Context: an optimization exercise on an open-source flow, tuned for small area. The choices shown serve that exercise and are no tape-out recipe.
Function was checked by simulation only, so behaviour that the tests miss may differ from the original.
Power and IR drop assume default switching activity.

==> flow/design.v <==
module hex_to_angle (
	input clk,
	input init,                  
	input sweep,                 
	input [7:0] i,
	input [7:0] m,               
	input s,                     
	input zero,                  
	output reg hun,              
	output reg [3:0] ten,
	output reg [3:0] uni
);
	function [255:0] step_table;
		input neg;
		integer k;
		begin
			for (k = 0; k < 256; k = k + 1)
				if (neg)
					step_table[k] = (k < 255) &&
						(((899*(k+1) + 2295) / 2550) != ((899*k + 2295) / 2550));
				else
					step_table[k] = ((6*(k+1)) / 17) != ((6*k) / 17);
		end
	endfunction
	localparam [255:0] STEP_POS = step_table(1'b0);
	localparam [255:0] STEP_NEG = step_table(1'b1);
	wire below = (i < m);
	wire inc = sweep && !zero && (s ? (!below && STEP_NEG[i]) : (below && STEP_POS[i]));
	always @(posedge clk)
	begin
		if (init)
		begin
			hun <= 1'b0;
			ten <= (s && !zero) ? 4'd0 : 4'd9;
			uni <= 4'd0;
		end
		else if (inc)
		begin
			if (uni == 4'd9)
			begin
				uni <= 4'd0;
				if (ten == 4'd9)
				begin
					ten <= 4'd0;
					hun <= 1'b1;
				end
				else
					ten <= ten + 4'd1;
			end
			else
				uni <= uni + 4'd1;
		end
	end
endmodule
module hvsync_generator(
	input clk,
	input rst,
	output reg [9:0] hd,
	output reg [9:0] vd,
	output frame_end,
	output hsync,
	output vsync
);
	wire hd_end = hd[9] & hd[8] & hd[5];                   
	wire vd_end = vd[9] & vd[3] & vd[2] & vd[0];           
	always @(posedge clk)
	begin
		if (rst)
		begin
			hd <= 10'd800;
			vd <= 10'd525;
		end
		else
		begin
			hd <= hd_end ? 10'd0 : hd + 10'd1;
			if (hd_end)
				vd <= vd_end ? 10'd0 : vd + 10'd1;
		end
	end
	assign frame_end = hd[9] & hd[8] & (&hd[4:0]) & vd_end;
	assign hsync = ~(hd[9] & ~hd[8] & hd[7] & (hd[6:0] >= 7'd17) & (hd[6:0] <= 7'd111));
	assign vsync = ~(vd[8:0] == 9'd491);
endmodule
module VGADemo (
	input [9:0] cx,
	input [9:0] cy,
	input hun,
	input [3:0] ten,
	input [3:0] uni,
	output text
);
	function [7:0] digit_font;
		input [3:0] code;
		input [2:0] row;
		begin
			digit_font = 8'h00;
			case (code)
				4'd0: case (row) 0: digit_font = 8'b0011_1100; 1: digit_font = 8'b0100_0110; 2: digit_font = 8'b0100_1010; 3: digit_font = 8'b0101_0010; 4: digit_font = 8'b0110_0010; 5: digit_font = 8'b0100_0010; 6: digit_font = 8'b0011_1100; default: digit_font = 8'h00; endcase
				4'd1: case (row) 0: digit_font = 8'b0001_1000; 1: digit_font = 8'b0010_1000; 2: digit_font = 8'b0100_1000; 3: digit_font = 8'b0000_1000; 4: digit_font = 8'b0000_1000; 5: digit_font = 8'b0000_1000; 6: digit_font = 8'b0111_1110; default: digit_font = 8'h00; endcase
				4'd2: case (row) 0: digit_font = 8'b0011_1100; 1: digit_font = 8'b0100_0010; 2: digit_font = 8'b0000_0010; 3: digit_font = 8'b0000_1100; 4: digit_font = 8'b0011_0000; 5: digit_font = 8'b0100_0000; 6: digit_font = 8'b0111_1110; default: digit_font = 8'h00; endcase
				4'd3: case (row) 0: digit_font = 8'b0011_1100; 1: digit_font = 8'b0100_0010; 2: digit_font = 8'b0000_0010; 3: digit_font = 8'b0001_1100; 4: digit_font = 8'b0000_0010; 5: digit_font = 8'b0100_0010; 6: digit_font = 8'b0011_1100; default: digit_font = 8'h00; endcase
				4'd4: case (row) 0: digit_font = 8'b0000_0100; 1: digit_font = 8'b0000_1100; 2: digit_font = 8'b0001_0100; 3: digit_font = 8'b0010_0100; 4: digit_font = 8'b0111_1110; 5: digit_font = 8'b0000_0100; 6: digit_font = 8'b0000_0100; default: digit_font = 8'h00; endcase
				4'd5: case (row) 0: digit_font = 8'b0111_1110; 1: digit_font = 8'b0100_0000; 2: digit_font = 8'b0111_1100; 3: digit_font = 8'b0000_0010; 4: digit_font = 8'b0000_0010; 5: digit_font = 8'b0100_0010; 6: digit_font = 8'b0011_1100; default: digit_font = 8'h00; endcase
				4'd6: case (row) 0: digit_font = 8'b0011_1100; 1: digit_font = 8'b0100_0000; 2: digit_font = 8'b0111_1100; 3: digit_font = 8'b0100_0010; 4: digit_font = 8'b0100_0010; 5: digit_font = 8'b0100_0010; 6: digit_font = 8'b0011_1100; default: digit_font = 8'h00; endcase
				4'd7: case (row) 0: digit_font = 8'b0111_1110; 1: digit_font = 8'b0000_0010; 2: digit_font = 8'b0000_0100; 3: digit_font = 8'b0000_1000; 4: digit_font = 8'b0001_0000; 5: digit_font = 8'b0010_0000; 6: digit_font = 8'b0010_0000; default: digit_font = 8'h00; endcase
				4'd8: case (row) 0: digit_font = 8'b0011_1100; 1: digit_font = 8'b0100_0010; 2: digit_font = 8'b0100_0010; 3: digit_font = 8'b0011_1100; 4: digit_font = 8'b0100_0010; 5: digit_font = 8'b0100_0010; 6: digit_font = 8'b0011_1100; default: digit_font = 8'h00; endcase
				4'd9: case (row) 0: digit_font = 8'b0011_1100; 1: digit_font = 8'b0100_0010; 2: digit_font = 8'b0100_0010; 3: digit_font = 8'b0011_1110; 4: digit_font = 8'b0000_0010; 5: digit_font = 8'b0000_0010; 6: digit_font = 8'b0011_1100; default: digit_font = 8'h00; endcase
				default: digit_font = 8'h00;
			endcase
		end
	endfunction
	function [7:0] letter_font;
		input [1:0] which;       
		input [2:0] row;
		begin
			letter_font = 8'h00;
			case (which)
				2'd0: case (row) 0: letter_font = 8'b1000_0001; 1: letter_font = 8'b0100_0010; 2: letter_font = 8'b0010_0100; 3: letter_font = 8'b0001_1000; 4: letter_font = 8'b0010_0100; 5: letter_font = 8'b0100_0010; 6: letter_font = 8'b1000_0001; default: letter_font = 8'h00; endcase
				2'd1: case (row) 0: letter_font = 8'b1000_0001; 1: letter_font = 8'b0100_0010; 2: letter_font = 8'b0010_0100; 3: letter_font = 8'b0001_1000; 4: letter_font = 8'b0001_1000; 5: letter_font = 8'b0001_1000; 6: letter_font = 8'b0001_1000; default: letter_font = 8'h00; endcase
				default: case (row) 0: letter_font = 8'b1111_1111; 1: letter_font = 8'b0000_0010; 2: letter_font = 8'b0000_0100; 3: letter_font = 8'b0000_1000; 4: letter_font = 8'b0001_0000; 5: letter_font = 8'b0010_0000; 6: letter_font = 8'b1111_1111; default: letter_font = 8'h00; endcase
			endcase
		end
	endfunction
	wire line_x = (cy[8:3] == 6'd12 & cy[2]) | (cy[8:3] == 6'd13 & ~cy[2]);
	wire line_y = (cy[8:3] == 6'd15);
	wire line_z = (cy[8:3] == 6'd17 & cy[2]) | (cy[8:3] == 6'd18 & ~cy[2]);
	wire [2:0] row = {cy[2] ^ ~line_y, cy[1:0]};
	wire c_letter = (cx[9:3] == 7'd12 & cx[2]) | (cx[9:3] == 7'd13 & ~cx[2]);
	wire c_colon  = (cx == 10'd113) | (cx == 10'd114);
	wire c_hun    = (cx[9:3] == 7'd15);
	wire c_ten    = (cx[9:3] == 7'd16);
	wire c_uni    = (cx[9:3] == 7'd17);
	wire [3:0] code = c_hun ? 4'd1 : (c_ten ? ten : uni);
	wire show = c_hun ? hun : (c_ten ? (hun | (ten != 4'd0)) : c_uni);
	wire [7:0] dbits = digit_font(code, row);
	wire [7:0] lbits = letter_font(line_x ? 2'd0 : (line_y ? 2'd1 : 2'd2), row);
	wire colon_row = (row == 3'd1) | (row == 3'd2) | (row == 3'd4) | (row == 3'd5);
	wire on_letter = c_letter & lbits[3'd7 - {~cx[2], cx[1:0]}];
	wire on_colon  = c_colon & colon_row;
	wire on_digit  = show & dbits[3'd7 - cx[2:0]];
	assign text = (line_x | line_y | line_z) & (on_letter | on_colon | on_digit);
endmodule
module angle_display (
	input clk,
	input rst,
	input [7:0] x_hex,
	input x_neg,
	input [7:0] y_hex,
	input y_neg,
	input [7:0] z_hex,
	input z_neg,
	output [2:0] pixel,
	output hsync,
	output vsync
);
	wire [9:0] hd, vd;
	wire frame_end;
	hvsync_generator HVSYNC (
		.clk(clk),
		.rst(rst),
		.hd(hd),
		.vd(vd),
		.frame_end(frame_end),
		.hsync(hsync),
		.vsync(vsync)
	);
	reg [7:0] abs_x, abs_y, abs_z;
	reg neg_x, neg_y, neg_z;
	reg zero;
	always @(posedge clk)
	begin
		if (rst)
			zero <= 1'b1;
		else if (frame_end)
			zero <= 1'b0;
		if (frame_end)
		begin
			abs_x <= x_hex;
			abs_y <= y_hex;
			abs_z <= z_hex;
			neg_x <= x_neg;
			neg_y <= y_neg;
			neg_z <= z_neg;
		end
	end
	wire [7:0] m = vd[5] ? (vd[4] ? abs_y : abs_x) : abs_z;
	wire s = vd[5] ? (vd[4] ? neg_y : neg_x) : neg_z;
	wire hun;
	wire [3:0] ten, uni;
	hex_to_angle CONV (
		.clk(clk),
		.init(~hd[9] & hd[8]),
		.sweep(hd[9] & ~hd[8]),
		.i(hd[7:0]),
		.m(m),
		.s(s),
		.zero(zero),
		.hun(hun),
		.ten(ten),
		.uni(uni)
	);
	wire text;
	VGADemo TEXT (
		.cx(hd),
		.cy(vd),
		.hun(hun),
		.ten(ten),
		.uni(uni),
		.text(text)
	);
	assign pixel = {3{text}};
endmodule
clock: 40.0 ns
lec_check: 0
cap_margin: 20
core_margin: 2
core_utilization: 40
slew_margin: 20
standard.sh (not shown) runs the stock make flow with config.mk's settings and CLKGATE_MAP_FILE= SYNTH_SCRIPT=/design/flow/synth_recipe.tcl, a recipe that flattens the netlist after the stock synthesis.
==> flow/flow/run.sh <==
#!/bin/bash
# Layout flow: the standard flow (standard.sh), with three changes:
# - synthesis maps the logic with a stronger ABC script (deep.abc: deepsyn,
#   then area mapping) in place of ORFS's abc call, and lets ABC see the
#   adders and comparators as plain logic (no half/full-adder extraction, no
#   Kogge-Stone carry map). The synthesis script is otherwise synth_recipe.tcl
#   and ORFS's synth.tcl as they are, so the registers, their names and their
#   cells are the standard synthesis's.
# - the port buffers are buf_1 cells (the outputs drive 10 fF).
# - clock tree synthesis adds no dummy loads and uses small clock buffers.
# Each tool's output goes to a log file in the work folder.
set -euo pipefail
CTS="-sink_clustering_enable -repair_clock_nets -dont_use_dummy_load -buf_list sky130_fd_sc_hd__clkbuf_4"
WORK=$(pwd)
F=$WORK/flow

# ORFS's synth.tcl with its abc call replaced
sed "s#log_cmd abc {\*}\$abc_args#log_cmd abc -script $F/deep.abc {*}\$lib_args {*}\$lib_dont_use_args#" \
	"$FLOW_HOME/scripts/synth.tcl" > "$WORK/synth_body.tcl"
grep -q "deep.abc" "$WORK/synth_body.tcl"
# synth_recipe.tcl sourcing it
sed "s#source \$::env(SCRIPTS_DIR)/synth.tcl#source $WORK/synth_body.tcl#" \
	"$WORK/synth_recipe.tcl" > "$WORK/own_synth.tcl"
grep -q "synth_body" "$WORK/own_synth.tcl"
# standard.sh with that synthesis script and settings
sed "s#SYNTH_SCRIPT=[^ ]*#SYNTH_SCRIPT=$WORK/own_synth.tcl ADDER_MAP_FILE= SYNTH_OPERATIONS_ARGS=-flatten 'BUFFER_PORTS_ARGS=-buffer_cell sky130_fd_sc_hd__buf_1' 'CTS_ARGS=$CTS'#" \
	"$WORK/standard.sh" > "$WORK/own_standard.sh"
grep -q "own_synth" "$WORK/own_standard.sh"

bash "$WORK/own_standard.sh" synth > "$WORK/synth.log" 2>&1
bash "$WORK/own_standard.sh" > "$WORK/layout.log" 2>&1
==> flow/flow/deep.abc <==
strash
&get -n
&deepsyn -T 60
&put
dch -f
amap
The first run completed with no timing, DRC or antenna violations.
Change:
==> flow/flow/run.sh (replaced) <==
#!/bin/bash
# Layout flow: the standard flow (standard.sh) unchanged, except that the
# synthesis maps the logic with a stronger ABC script (deep.abc: deepsyn, then
# area mapping) in place of ORFS's abc call. The synthesis script is otherwise
# synth_recipe.tcl and ORFS's synth.tcl as they are, so the registers, their
# names and their cells are the standard synthesis's.
set -euo pipefail
WORK=$(pwd)
F=$WORK/flow

# ORFS's synth.tcl with its abc call replaced
sed "s#log_cmd abc {\*}\$abc_args#log_cmd abc -script $F/deep.abc {*}\$lib_args {*}\$lib_dont_use_args#" \
	"$FLOW_HOME/scripts/synth.tcl" > "$WORK/synth_body.tcl"
grep -q "deep.abc" "$WORK/synth_body.tcl"
# synth_recipe.tcl sourcing it
sed "s#source \$::env(SCRIPTS_DIR)/synth.tcl#source $WORK/synth_body.tcl#" \
	"$WORK/synth_recipe.tcl" > "$WORK/own_synth.tcl"
grep -q "synth_body" "$WORK/own_synth.tcl"
# standard.sh with that synthesis script
sed "s#SYNTH_SCRIPT=[^ ]*#SYNTH_SCRIPT=$WORK/own_synth.tcl#" "$WORK/standard.sh" > "$WORK/own_standard.sh"
grep -q "own_synth" "$WORK/own_standard.sh"

bash "$WORK/own_standard.sh" synth > "$WORK/synth.log" 2>&1
bash "$WORK/standard.sh" > "$WORK/layout.log" 2>&1
After rerunning:
- The changed run finished clean
- sequential power came out higher by a few percent
- worst setup slack got worse by 1.0 ns
- design area came out higher by about a fifth
- maximum frequency came out lower by a little under a tenth
- register-to-register slack improved by 0.35 ns
Change:
==> flow/flow/run.sh (replaced) <==
#!/bin/bash
# Layout flow: the standard flow (standard.sh), with three changes:
# - synthesis maps the logic with a stronger ABC script (deep.abc: deepsyn,
#   then area mapping) in place of ORFS's abc call, and lets ABC see the
#   adders and comparators as plain logic (no half/full-adder extraction, no
#   Kogge-Stone carry map). The synthesis script is otherwise synth_recipe.tcl
#   and ORFS's synth.tcl as they are, so the registers, their names and their
#   cells are the standard synthesis's.
# - the port buffers are buf_1 cells (the outputs drive 10 fF).
# - clock tree synthesis adds no dummy loads and uses small clock buffers.
# Each tool's output goes to a log file in the work folder.
set -euo pipefail
CTS="-sink_clustering_enable -repair_clock_nets -dont_use_dummy_load -sink_clustering_size 30 -buf_list sky130_fd_sc_hd__clkbuf_8"
WORK=$(pwd)
F=$WORK/flow

# ORFS's synth.tcl with its abc call replaced
sed "s#log_cmd abc {\*}\$abc_args#log_cmd abc -script $F/deep.abc {*}\$lib_args {*}\$lib_dont_use_args#" \
	"$FLOW_HOME/scripts/synth.tcl" > "$WORK/synth_body.tcl"
grep -q "deep.abc" "$WORK/synth_body.tcl"
# synth_recipe.tcl sourcing it
sed "s#source \$::env(SCRIPTS_DIR)/synth.tcl#source $WORK/synth_body.tcl#" \
	"$WORK/synth_recipe.tcl" > "$WORK/own_synth.tcl"
grep -q "synth_body" "$WORK/own_synth.tcl"
# standard.sh with that synthesis script and settings
sed "s#SYNTH_SCRIPT=[^ ]*#SYNTH_SCRIPT=$WORK/own_synth.tcl ADDER_MAP_FILE= SYNTH_OPERATIONS_ARGS=-flatten 'BUFFER_PORTS_ARGS=-buffer_cell sky130_fd_sc_hd__buf_1' 'CTS_ARGS=$CTS'#" \
	"$WORK/standard.sh" > "$WORK/own_standard.sh"
grep -q "own_synth" "$WORK/own_standard.sh"

bash "$WORK/own_standard.sh" synth > "$WORK/synth.log" 2>&1
bash "$WORK/own_standard.sh" > "$WORK/layout.log" 2>&1
=>
- routed wire length drops by 15%
- clock power drops by 25%
- core utilization fell by 2.5 points
- via count falls by 11%
- clock-buffer cell count decreases by 1
- area after synthesis drops by 11%
- final cell count falls by 10%
- design area decreases by 15%
- global-route usage went down by 0.17 points
- worst setup slack improves by 1.1 ns
Change:
--- a/flow/flow/run.sh
+++ b/flow/flow/run.sh
@@ -10 +9,0 @@
-# - clock tree synthesis adds no dummy loads and uses small clock buffers.
@@ -13 +11,0 @@
-CTS="-sink_clustering_enable -repair_clock_nets -dont_use_dummy_load -sink_clustering_size 30 -buf_list sky130_fd_sc_hd__clkbuf_8"
@@ -26 +24 @@
-sed "s#SYNTH_SCRIPT=[^ ]*#SYNTH_SCRIPT=$WORK/own_synth.tcl ADDER_MAP_FILE= SYNTH_OPERATIONS_ARGS=-flatten 'BUFFER_PORTS_ARGS=-buffer_cell sky130_fd_sc_hd__buf_1' 'CTS_ARGS=$CTS'#" \
+sed "s#SYNTH_SCRIPT=[^ ]*#SYNTH_SCRIPT=$WORK/own_synth.tcl ADDER_MAP_FILE= SYNTH_OPERATIONS_ARGS=-flatten 'BUFFER_PORTS_ARGS=-buffer_cell sky130_fd_sc_hd__buf_1'#" \
--- a/flow/config.mk
+++ b/flow/config.mk
@@ -10,0 +11 @@
+export CTS_BUF_LIST = sky130_fd_sc_hd__clkbuf_4
What happened: Synthesized area stays the same; power increases by a few percent; worst setup slack got worse by 0.048 ns; clock skew is about the same; via count increases slightly; critical path depth is unchanged; worst hold slack improved by 0.0094 ns; count of clock-buffer cells in the layout increases by 1; die area is unchanged; wire length decreases slightly.
Change:
--- a/flow/flow/run.sh
+++ b/flow/flow/run.sh
@@ -9,0 +10 @@
+# - clock tree synthesis adds no dummy loads and uses small clock buffers.
@@ -11,0 +13 @@
+CTS="-sink_clustering_enable -repair_clock_nets -dont_use_dummy_load -sink_clustering_size 60 -sink_clustering_max_diameter 300 -buf_list sky130_fd_sc_hd__clkbuf_16"
@@ -24 +26 @@
-sed "s#SYNTH_SCRIPT=[^ ]*#SYNTH_SCRIPT=$WORK/own_synth.tcl ADDER_MAP_FILE= SYNTH_OPERATIONS_ARGS=-flatten 'BUFFER_PORTS_ARGS=-buffer_cell sky130_fd_sc_hd__buf_1'#" \
+sed "s#SYNTH_SCRIPT=[^ ]*#SYNTH_SCRIPT=$WORK/own_synth.tcl ADDER_MAP_FILE= SYNTH_OPERATIONS_ARGS=-flatten 'BUFFER_PORTS_ARGS=-buffer_cell sky130_fd_sc_hd__buf_1' 'CTS_ARGS=$CTS'#" \
--- a/flow/config.mk
+++ b/flow/config.mk
@@ -11 +10,0 @@
-export CTS_BUF_LIST = sky130_fd_sc_hd__clkbuf_4
Effect: Sequential share of layout area came out lower by 0.67 points; routed wire length came out higher slightly; cell count came out lower slightly; setup slack improves by 0.094 ns.

## static timing again, ports no longer ideal
The flow's constraints put no driver on any port. The routed layouts listed below were extracted and timed again, unchanged, in two steps. Step 1: set_driving_cell puts a clkbuf_16 on clk and a buf_2 on each other input, an assumption about the parent block. Step 2, shift: input delay + t, output delay - t, t = (earliest + latest rising clock arrival at the registers) / 2. This alone moves slack from input paths to output paths. Three values: ideal ports, drivers, drivers and shift; two values: the first two.
| run | t (ns) | slack for setup (ns) | worst register clock-pin slew, ns | cell pins on the clock port's net |
|---|---|---|---|---|
| the first run | 0.404 | 27.559 / 27.530 / 27.934 | 0.11 / 0.11 | 1 |
| the second run | 0.360 | 26.517 / 26.483 / 26.844 | 0.09 / 0.09 | 1 |
| the third run | 0.352 | 27.621 / 27.589 / 27.941 | 0.07 / 0.07 | 1 |
| the fourth run | 0.420 | 27.573 / 27.544 / 27.964 | 0.12 / 0.12 | 1 |
| the fifth run | 0.347 | 27.668 / 27.632 / 27.978 | 0.05 / 0.05 | 1 |
After both steps every run listed still meets setup and hold.
